Source: an optimization exercise on an open RTL-to-GDS flow (aim: small area and a short achievable clock period). Production flows keep margins and buffers that such runs may drop. The RTL was checked by simulation tests, not by an equivalence proof against the original design. No activity file was given, so power comes from the tool's default toggle rates.

### design/flow/config.mk
export PLATFORM = sky130hd
export DESIGN_NAME = top
export DESIGN_NICKNAME = top
export VERILOG_FILES = /design/flow/design.v
export SDC_FILE = /design/flow/constraint.sdc
export NUM_CORES = 4
export LEC_CHECK = 0
export CAP_MARGIN = 20
export CORE_MARGIN = 2
export CORE_UTILIZATION = 60
export CTS_CLUSTER_DIAMETER = 80
export CTS_CLUSTER_SIZE = 25
export PLACE_DENSITY = 0.7
export SETUP_SLACK_MARGIN = 3
export SLEW_MARGIN = 20
export SYNTH_HIERARCHICAL = 1
### design/flow/constraint.sdc
create_clock -name core_clock -period 13.0 [get_ports {clk}]
set_input_delay 2.6000 -clock core_clock [delete_from_list [all_inputs] [get_ports {clk}]]
set_output_delay 2.6000 -clock core_clock [all_outputs]
set_load 0.01 [all_outputs]
### design/flow/run.sh
#!/bin/bash
# synth_recipe.tcl (not shown) runs the flow's synth.tcl, then flattens the netlist and writes it again
# the make line also repeats each setting of config.mk as NAME=value (left out here)
make -C /OpenROAD-flow-scripts/flow DESIGN_CONFIG=/design/flow/config.mk WORK_HOME=/design/flow/orfs CLKGATE_MAP_FILE= SYNTH_SCRIPT=/design/flow/synth_recipe.tcl finish
### design/flow/design.v
module top (
    clk, reset,
    imem_addr, imem_rdata,
    rf_we, rf_waddr, rf_wdata,
    dmem_we, dmem_waddr, dmem_wdata
);
input         clk, reset;
output [31:0] imem_addr;
input  [31:0] imem_rdata;
output        rf_we;
output [4:0]  rf_waddr;
output [31:0] rf_wdata;
output        dmem_we;
output [5:0]  dmem_waddr;
output [31:0] dmem_wdata;
wire [31:0] ins = imem_rdata;
wire [6:0]  op  = ins[6:0];
wire [2:0]  f3  = ins[14:12];
wire [6:0]  f7  = ins[31:25];
wire [4:0]  ra  = ins[19:15];
wire [4:0]  rb  = ins[24:20];
wire [4:0]  rd  = ins[11:7];
genvar g;
reg  [31:0]       pc;
reg  [32*32-1:32] rf_q;           
reg  [31:1]       rf_v;
reg  [64*32-1:0]  dm_q;           
reg  [63:0]       dm_v;
wire f3_alu = (f3 == 3'b000) | (f3 == 3'b110) | (f3 == 3'b111);
wire is_r   = (op == 7'b0110011) & f3_alu &
              ((f7 == 7'b0000000) | ((f7 == 7'b0100000) & (f3 == 3'b000)));
wire is_i   = (op == 7'b0010011) & f3_alu;
wire is_lw  = (op == 7'b0000011) & (f3 == 3'b010);
wire is_sw  = (op == 7'b0100011) & (f3 == 3'b010);
wire is_beq = (op == 7'b1100011) & (f3 == 3'b000);
wire f3_lw  = (f3 == 3'b010);     
wire [31:0] a, b;
wire [31:1] ra_seln, rb_seln;
generate
    for (g = 1; g < 32; g = g + 1) begin : RSEL
        assign ra_seln[g] = ~((ra == g) & rf_v[g]);
        assign rb_seln[g] = ~((rb == g) & rf_v[g]);
    end
endgenerate
rd31 rda (.seln(ra_seln), .none(&ra_seln), .d(rf_q), .q(a));
rd31 rdb (.seln(rb_seln), .none(&rb_seln), .d(rf_q), .q(b));
wire [31:0] imm_i = {{20{ins[31]}}, ins[31:20]};
wire        sub   = ins[5] & ins[30];             
wire [31:0] opb   = ins[5] ? b : imm_i;           
wire [31:0] sum;
add32 addr (.a(a), .b(opb ^ {32{sub}}), .cin(sub), .s(sum));
wire [31:0] alu   = f3[2] ? (f3[0] ? (a & opb) : (a | opb)) : sum;
wire [7:0]  imm_m = ins[5] ? {ins[27:25], ins[11:7]} : ins[27:20];    
wire [7:0]  maddr = a[7:0] + imm_m;
wire [5:0]  mw    = maddr[7:2];
wire [63:0] mseln;
sad_dec sad (.x(a[7:0]), .y(imm_m), .seln(mseln));
wire [31:0] res;
rd64 rdm (.seln(mseln), .d(dm_q), .v(dm_v & {64{f3_lw}}), .x(alu & {32{~f3_lw}}), .q(res));
assign rf_we      = (is_r | is_i | is_lw) & (rd != 5'b0);
assign rf_waddr   = rd;
assign rf_wdata   = res;
assign dmem_we    = is_sw;
assign dmem_waddr = mw;
assign dmem_wdata = b;
assign imem_addr  = pc;
wire [31:0] imm_b = {{19{ins[31]}}, ins[31], ins[7], ins[30:25], ins[11:8], 1'b0};
wire        taken = is_beq & (a == b);
wire [31:0] npc   = taken ? pc + imm_b : pc + 32'd4;
always @(posedge clk or posedge reset) begin
    if (reset) pc <= 32'b0;
    else       pc <= npc;
end
wire [31:1] rf_wsel;
wire [63:0] dm_wsel;
generate
    for (g = 1; g < 32; g = g + 1) begin : RFS
        assign rf_wsel[g] = rf_we & (rd == g);
    end
    for (g = 0; g < 64; g = g + 1) begin : DMS
        assign dm_wsel[g] = is_sw & (mw == g);
    end
endgenerate
always @(posedge clk or posedge reset) begin
    if (reset) begin
        rf_v <= 31'b0;
        dm_v <= 64'b0;
    end else begin
        rf_v <= rf_v | rf_wsel;
        dm_v <= dm_v | dm_wsel;
    end
end
wire [32*32-1:32] rf_d;
wire [64*32-1:0]  dm_d;
generate
    for (g = 1; g < 32; g = g + 1) begin : RFH
        hold_word h (.we(rf_wsel[g]), .wen(~rf_wsel[g]), .d(res), .q(rf_q[32*g +: 32]), .x(rf_d[32*g +: 32]));
    end
    for (g = 0; g < 64; g = g + 1) begin : DMH
        hold_word h (.we(dm_wsel[g]), .wen(~dm_wsel[g]), .d(b), .q(dm_q[32*g +: 32]), .x(dm_d[32*g +: 32]));
    end
endgenerate
always @(posedge clk) begin
    rf_q <= rf_d;
    dm_q <= dm_d;
end
endmodule
module hold_word (we, wen, d, q, x);
input         we, wen;
input  [31:0] d, q;
output [31:0] x;
generate
    genvar i;
    for (i = 0; i < 32; i = i + 1) begin : B
        hold_bit hb (.we(we), .wen(wen), .d(d[i]), .q(q[i]), .x(x[i]));
    end
endgenerate
endmodule
module hold_bit (we, wen, d, q, x);
input  we, wen, d, q;
output x;
assign x = (we & d) | (wen & q);
endmodule
module rd31 (seln, none, d, q);
input  [31:1]       seln;
input               none;         
input  [32*32-1:32] d;
output [31:0]       q;
genvar i, k;
generate
    for (i = 0; i < 32; i = i + 1) begin : B
        wire [15:0] z;            
        wire [7:0]  w;
        wire [1:0]  v;
        for (k = 0; k < 15; k = k + 1) begin : L1
            c_o22ai u (.a1(seln[2*k+1]), .a2(d[32*(2*k+1) + i]),
                       .b1(seln[2*k+2]), .b2(d[32*(2*k+2) + i]), .y(z[k]));
        end
        c_nor2 u31 (.a(seln[31]), .b(d[32*31 + i]), .y(z[15]));
        for (k = 0; k < 8; k = k + 1) begin : L2
            c_nor2 u (.a(z[2*k]), .b(z[2*k+1]), .y(w[k]));
        end
        c_nand4 u3a (.a(w[0]), .b(w[1]), .c(w[2]), .d(w[3]), .y(v[0]));
        c_nand4 u3b (.a(w[4]), .b(w[5]), .c(w[6]), .d(w[7]), .y(v[1]));
        c_nor3 u4 (.a(v[0]), .b(v[1]), .c(none), .y(q[i]));
    end
endgenerate
endmodule
module c_nor3 (a, b, c, y);
input  a, b, c;
output y;
assign y = ~(a | b | c);
endmodule
module rd64 (seln, d, v, x, q);
input  [63:0]       seln;
input  [64*32-1:0]  d;
input  [63:0]       v;
input  [31:0]       x;
output [31:0]       q;
genvar i, k;
wire [1:0] uv;
generate
    for (i = 0; i < 33; i = i + 1) begin : B
        wire [31:0] z;            
        wire [15:0] w;
        wire [3:0]  t;
        wire [1:0]  u;
        for (k = 0; k < 32; k = k + 1) begin : L1
            if (i < 32) begin : D
                c_o22ai u (.a1(seln[2*k]), .a2(d[32*(2*k) + i]),
                           .b1(seln[2*k+1]), .b2(d[32*(2*k+1) + i]), .y(z[k]));
            end else begin : V
                c_o22ai u (.a1(seln[2*k]), .a2(v[2*k]),
                           .b1(seln[2*k+1]), .b2(v[2*k+1]), .y(z[k]));
            end
        end
        for (k = 0; k < 16; k = k + 1) begin : L2
            c_nor2 u (.a(z[2*k]), .b(z[2*k+1]), .y(w[k]));
        end
        for (k = 0; k < 4; k = k + 1) begin : L3
            c_nand4 u (.a(w[4*k]), .b(w[4*k+1]), .c(w[4*k+2]), .d(w[4*k+3]), .y(t[k]));
        end
        c_nor2 u4a (.a(t[0]), .b(t[1]), .y(u[0]));
        c_nor2 u4b (.a(t[2]), .b(t[3]), .y(u[1]));
        if (i < 32) begin : Q
            c_a41o u5 (.a1(u[0]), .a2(u[1]), .a3(uv[0]), .a4(uv[1]), .b1(x[i]), .x(q[i]));
        end else begin : VQ
            assign uv = u;
        end
    end
endgenerate
endmodule
module c_a41o (a1, a2, a3, a4, b1, x);
input  a1, a2, a3, a4, b1;
output x;
assign x = (a1 & a2 & a3 & a4) | b1;
endmodule
module c_o22ai (a1, a2, b1, b2, y);
input  a1, a2, b1, b2;
output y;
assign y = ~((a1 | a2) & (b1 | b2));
endmodule
module c_nor2 (a, b, y);
input  a, b;
output y;
assign y = ~(a | b);
endmodule
module c_nand4 (a, b, c, d, y);
input  a, b, c, d;
output y;
assign y = ~(a & b & c & d);
endmodule
module sad_dec (x, y, seln);
input  [7:0]  x, y;
output [63:0] seln;
wire [7:0] p, gg, t;
genvar g;
generate
    for (g = 0; g < 8; g = g + 1) begin : PGT
        cell_xor2 ux (.a(x[g]), .b(y[g]), .y(p[g]));
        cell_and2 ua (.a(x[g]), .b(y[g]), .y(gg[g]));
        cell_or2  uo (.a(x[g]), .b(y[g]), .y(t[g]));
    end
endgenerate
wire       c2 = gg[1] | (p[1] & gg[0]);
wire [1:0] e2 = {p[2] ^ c2, ~(p[2] ^ c2)};
wire [3:0] e3, e4, e5, e6, e7;
generate
    for (g = 0; g < 4; g = g + 1) begin : E
        assign e3[g] = ~(p[3] ^ g[1] ^ (g[0] ? gg[2] : t[2]));
        assign e4[g] = ~(p[4] ^ g[1] ^ (g[0] ? gg[3] : t[3]));
        assign e5[g] = ~(p[5] ^ g[1] ^ (g[0] ? gg[4] : t[4]));
        assign e6[g] = ~(p[6] ^ g[1] ^ (g[0] ? gg[5] : t[5]));
        assign e7[g] = ~(p[7] ^ g[1] ^ (g[0] ? gg[6] : t[6]));
    end
    for (g = 0; g < 64; g = g + 1) begin : S
        assign seln[g] = ~(e2[g & 1] & e3[(g >> 0) & 3] & e4[(g >> 1) & 3] &
                        e5[(g >> 2) & 3] & e6[(g >> 3) & 3] & e7[(g >> 4) & 3]);
    end
endgenerate
endmodule
module cell_xor2 (a, b, y);
input a, b;
output y;
assign y = a ^ b;
endmodule
module cell_and2 (a, b, y);
input a, b;
output y;
assign y = a & b;
endmodule
module cell_or2 (a, b, y);
input a, b;
output y;
assign y = a | b;
endmodule
module add32 (a, b, cin, s);
input  [31:0] a, b;
input         cin;
output [31:0] s;
wire [31:0] p, g;
wire [31:0] G [0:5];
wire [31:0] P [0:5];
genvar l, i;
generate
    for (i = 0; i < 32; i = i + 1) begin : PG
        cell_xor2 ux (.a(a[i]), .b(b[i]), .y(p[i]));
        cell_and2 ua (.a(a[i]), .b(b[i]), .y(g[i]));
    end
endgenerate
c_ao21 ug0 (.a1(p[0]), .a2(cin), .b1(g[0]), .x(G[0][0]));
assign G[0][31:1] = g[31:1];
assign P[0] = p;
generate
    for (l = 0; l < 5; l = l + 1) begin : LV
        for (i = 0; i < 32; i = i + 1) begin : B
            if (i >= (1 << l)) begin : C
                c_ao21 ug (.a1(P[l][i]), .a2(G[l][i - (1 << l)]), .b1(G[l][i]), .x(G[l+1][i]));
                if (i >= (2 << l) && l < 4) begin : PP
                    cell_and2 up (.a(P[l][i]), .b(P[l][i - (1 << l)]), .y(P[l+1][i]));
                end else begin : NP
                    assign P[l+1][i] = 1'b0;
                end
            end else begin : N
                assign G[l+1][i] = G[l][i];
                assign P[l+1][i] = 1'b0;
            end
        end
    end
    for (i = 0; i < 32; i = i + 1) begin : S
        if (i == 0) begin : S0
            cell_xor2 us (.a(p[0]), .b(cin), .y(s[0]));
        end else begin : SI
            cell_xor2 us (.a(p[i]), .b(G[5][i-1]), .y(s[i]));
        end
    end
endgenerate
endmodule
module c_ao21 (a1, a2, b1, x);
input  a1, a2, b1;
output x;
assign x = (a1 & a2) | b1;
endmodule
==> flow_summary_export.csv <==
group,metric,value,unit
min_path,hp-class,"flop to flop",
setup_path,crit_path_end_kind,"primary output",
yosys,ys_seq_area_share,52.8,%
yosys,ys_ff_latch,3166,
cells_and_area,mostFrequentLayoutCell,"a22o_1",
placement,dp_hpwl,353,mm
yosys,avgSynthCellArea,10.5,µm²
cells_and_area,seq_area,64000,µm²
timing,hold_viol,0,
cts,worstSkewPairLatency,0.90,ns
route,ant_nets,0,
route,drt-vias-per-instance,8.00,
cts,cts_tree,"yes",
setup_path,worstSetupStartpointType,"input pin",
setup_path,arrival,8.58,ns
cts,h-tree-depth,4,
pwr,powerDensity,123,nW/µm²
route,drt_wl_total,592,mm
floorplan,die_w,453,µm
yosys,synth_area,121000,µm²
setup_path,worst_path_largest_cell_delay,0.79,ns
grt,gr-total-overflow,0,
floorplan,coreArea,200000,µm²
cells_and_area,final_util,73.3,%
yosys,synth_edf_count,0,
setup_path,crit_fanout,8,
floorplan,fp-row-count,164,
grt,antenna_found_initial,29,
cts,cts_buffers,156,
route,vias,125000,
cells_and_area,drive_gt1_share,16.6,%
setup_path,path_cells,"buf_6 -> nor2b_4 -> buf_8 -> nand3_4 -> buf_8 -> o22ai_2 -> nor2_1 -> nand4_1 -> nor3_4 -> and2_4 -> a21oi_4 -> buf_12 -> xor2_4 -> buf_12 -> nand4_1 -> buf_6 -> buf_12 -> buf_4 -> o22ai_1 -> nor2_2 -> nand4_1 -> nor2_2 -> a41o_4 -> buf_6",
placement,io_buffer_count,141,
floorplan,die_h,453,µm
route,drc,0,
yosys,ys_types,73,
pwr,p_leak,60.1,nW
pwr,ir_drop,0.171,mV
cells_and_area,syn_to_final_growth,21.1,%
cts,cts_root_buf,"clkbuf_16",
floorplan,dieArea,206000,µm²
setup_path,cp.required,10.40,ns
timing,drv_slew,0,
setup_path,slowest_stage,"nand4_1",
placement,pre_cts_slack,0.471,ns
yosys,synth_ff_type,"dfxtp_1",
yosys,yosysWarnings,8,
grt,grt_max_degree,72,
grt,grt_pass1_vias,114000,
timing,finClkSkew,0.0593,ns
grt,grt_pass1_wl,815,mm
timing,layout_min_cycle_time,11.18,ns
yosys,syn_inst,11500,
timing,post-route-period-util,86.0,%
grt,track_usage,53.5,%
floorplan,ios,143,
cells_and_area,finalNetCount,13000,
route,drt-wirelength-per-cell,37.8,µm
route,drt-pass1-iter-count,13,
timing,worstMarginPinSlew,1.31,ns
cts,clockBufferDepth,3,
timing,relSlewSlack,12.4,%
cells_and_area,multi_input_area,61100,µm²
timing,fin_ws,1.82,ns
pwr,power,18.1,mW
flow_run,drv_cap,0,
setup_path,crit_type,"input pin to primary output",
timing,fin_tns_setup,0,ns
yosys,async_flop_share,3.98,%
route,drt-initial-drc-count,23600,
run_status,outcome,"complete, no violations",
timing,fmax,89.4,MHz
cts,clk_pin_slew,0.11,ns
floorplan,start_util,60.5,%
yosys,syn-num-nets,11600,
timing,setup_viol,0,
cells_and_area,nFillCells,13700,
timing,rsz0062_at_grt,"true",
placement,gp_congestion,1.11,
cts,cts.sinks,3166,
cells_and_area,final_cell_mix,"3042 x a22o_1, 3040 x dfxtp_1, 1936 x o22ai_1, 1070 x nor2_1, 808 x buf_4",
logic make-up after synthesis:
kind of cell / Yosys count / share of synthesized area, %
xor gates and xnor gates: 209 / 1.53
DFF: 3166 / 52.8
other: 1 / 0.00309
AOI/OAI and AO/OA: 5488 / 34.9
adders and majority gates: 70 / 0.663
buffers and inverters: 146 / 0.512
muxes: 12 / 0.113
and+or+nand+nor: 2449 / 9.46
repair_timing:
action | 4_1_cts | 5_1_grt
hold buffers | 0 | 0
pin swaps | 275 | 197
cloned | 29 | 18
setup buffers | 320 | 193
gates resized for setup | 804 | 274
setup endpoints to repair | 40 | 34
Yosys stat by module, one instance, submodules excluded, excerpt:
module	cell area, µm²	cells
cell_and2	6.26	1
hold_bit	8.76	1
c_nor3	10.0	1
c_ao21	7.51	1
cell_or2	6.26	1
sad_dec	777	131
c_a41o	10.0	1
metrics by stage:
stage / std cells / hold WS [ns] / area (µm²)
after floorplan: 11500 / 0.420 / 122000
after global placement: 14800 / 0.429 / 132000
after detailed placement: 14800 / 0.436 / 132000
after CTS: 15400 / 0.455 / 143000
after global routing: 15600 / 0.473 / 147000
final: 15600 / 0.463 / 147000
registers in the layout (all words and copies together) (netlist names):
| signal | count |
|---|---|
| pc | 31 |
| dm_v | 64 |
| dm_q | 2048 |
| rf_v | 31 |
| rf_q | 992 |
critical path: cells and delay by family:
family	cells	cell delay, ns
AOI/OAI and AO/OA	4	0.59
xor gates and xnor gates	1	0.23
buffers and inverters	9	1.31
and+or+nand+nor	10	3.78
where the power goes:
group	internal [mW]	switching, mW	total [mW]
Sequential	9.72	0.0379	9.76
Combinational	0.746	1.82	2.57
Clock	2.35	3.40	5.75
synthesized netlist by cell type (3+ instances only):
library cell	number	area [µm²]
nand2_1	243	912
nor3_1	16	80.1
xnor2_1	92	806
o22ai_1	2016	12600
buf_1	5	18.8
nand3_1	153	766
buf_2	15	75.1
or2_2	33	206
or2_1	5	31.3
nand4_1	301	1880
ha_1	37	463
nor2b_1	14	87.6
a31oi_1	7	43.8
and3b_1	4	35.0
mux2_2	9	101
maj3_1	32	320
o31ai_1	6	45.0
a21o_1	229	1720
dfxtp_1	3040	60900
clkbuf_1	63	236
nor4_1	34	213
and3_1	10	62.6
and2_1	204	1280
a22o_1	3042	26600
nor2_2	4	25.0
dfrtp_1	126	3150
o21ai_0	48	240
a41o_1	32	320
nor4b_1	3	26.3
nor3b_1	7	52.6
or4_1	5	37.5
inv_1	49	184
o21a_1	3	22.5
buf_4	8	60.1
nand2b_1	12	75.1
buf_6	3	33.8
o21bai_1	3	22.5
a21oi_1	76	380
xor2_1	116	1020
nor3_2	64	641
nor2_1	1330	4990
final cells by class:
type	count	area share (%)
Clock buffer	175	2.79
Antenna cell	22	0.0375
Sequential cell	3166	43.6
Multi-Input combinational cell	8233	41.7
Clock inverter	39	0.405
Tap cell	2656	2.26
Timing Repair Buffer	1300	9.08
Inverter	52	0.138
metal layers:
| layer | part of all wire, % | vias to the layer above | GRT usage [%] |
|---|---|---|---|
| met1 | 32 | 60000 | 63.5 |
| li1 | - | 49400 | - |
| met3 | 17 | 3441 | 23.6 |
| met5 | 0.30 | - | 2.26 |
| met2 | 39 | 12300 | 73.8 |
| met4 | 11 | 56 | 44.4 |
path summary, 6_finish.rpt:
kind / startpoint / end / slack [ns] / cells past startpoint
worst max-delay path: imem_rdata[16] / rf_wdata[8] / 1.82 / 24
worst min-delay path: dm_v[1] / dm_v[1] / 0.46 / 1
max in group asynchronous: reset / rf_v[5] / 9.35 / 3
min in group asynchronous: reset / pc[9] / 2.21 / 2
worst max register to register: rf_v[26] / dm_q[1807] / 5.99 / 17
worst min register to register: dm_v[1] / dm_v[1] / 0.46 / 1

==> static timing again, ports no longer ideal <==
Ports are ideal in the flow. The routed layout listed here was re-timed in OpenROAD.
Step 1, drivers: a clkbuf_16 drives clk and a buf_2 each remaining input, both assumed.
Step 2 times the ports against the registers' clock, not the clock port: input delays grow and output delays shrink by t, the midpoint of the rising clock arrivals with the driver on.
Slacks: ideal / step 1 / step 2; pairs: ideal / step 1.
t, ns: 0.985
setup WS [ns]: 1.815 / 1.760 / 1.760
worst setup path after step 2: input to output
worst slew at a driven data input, ns: 0.07
After both steps setup and hold are still met in this run. The setup slack of this run moves by -0.055 ns with the drivers and by -0.055 ns with both steps.
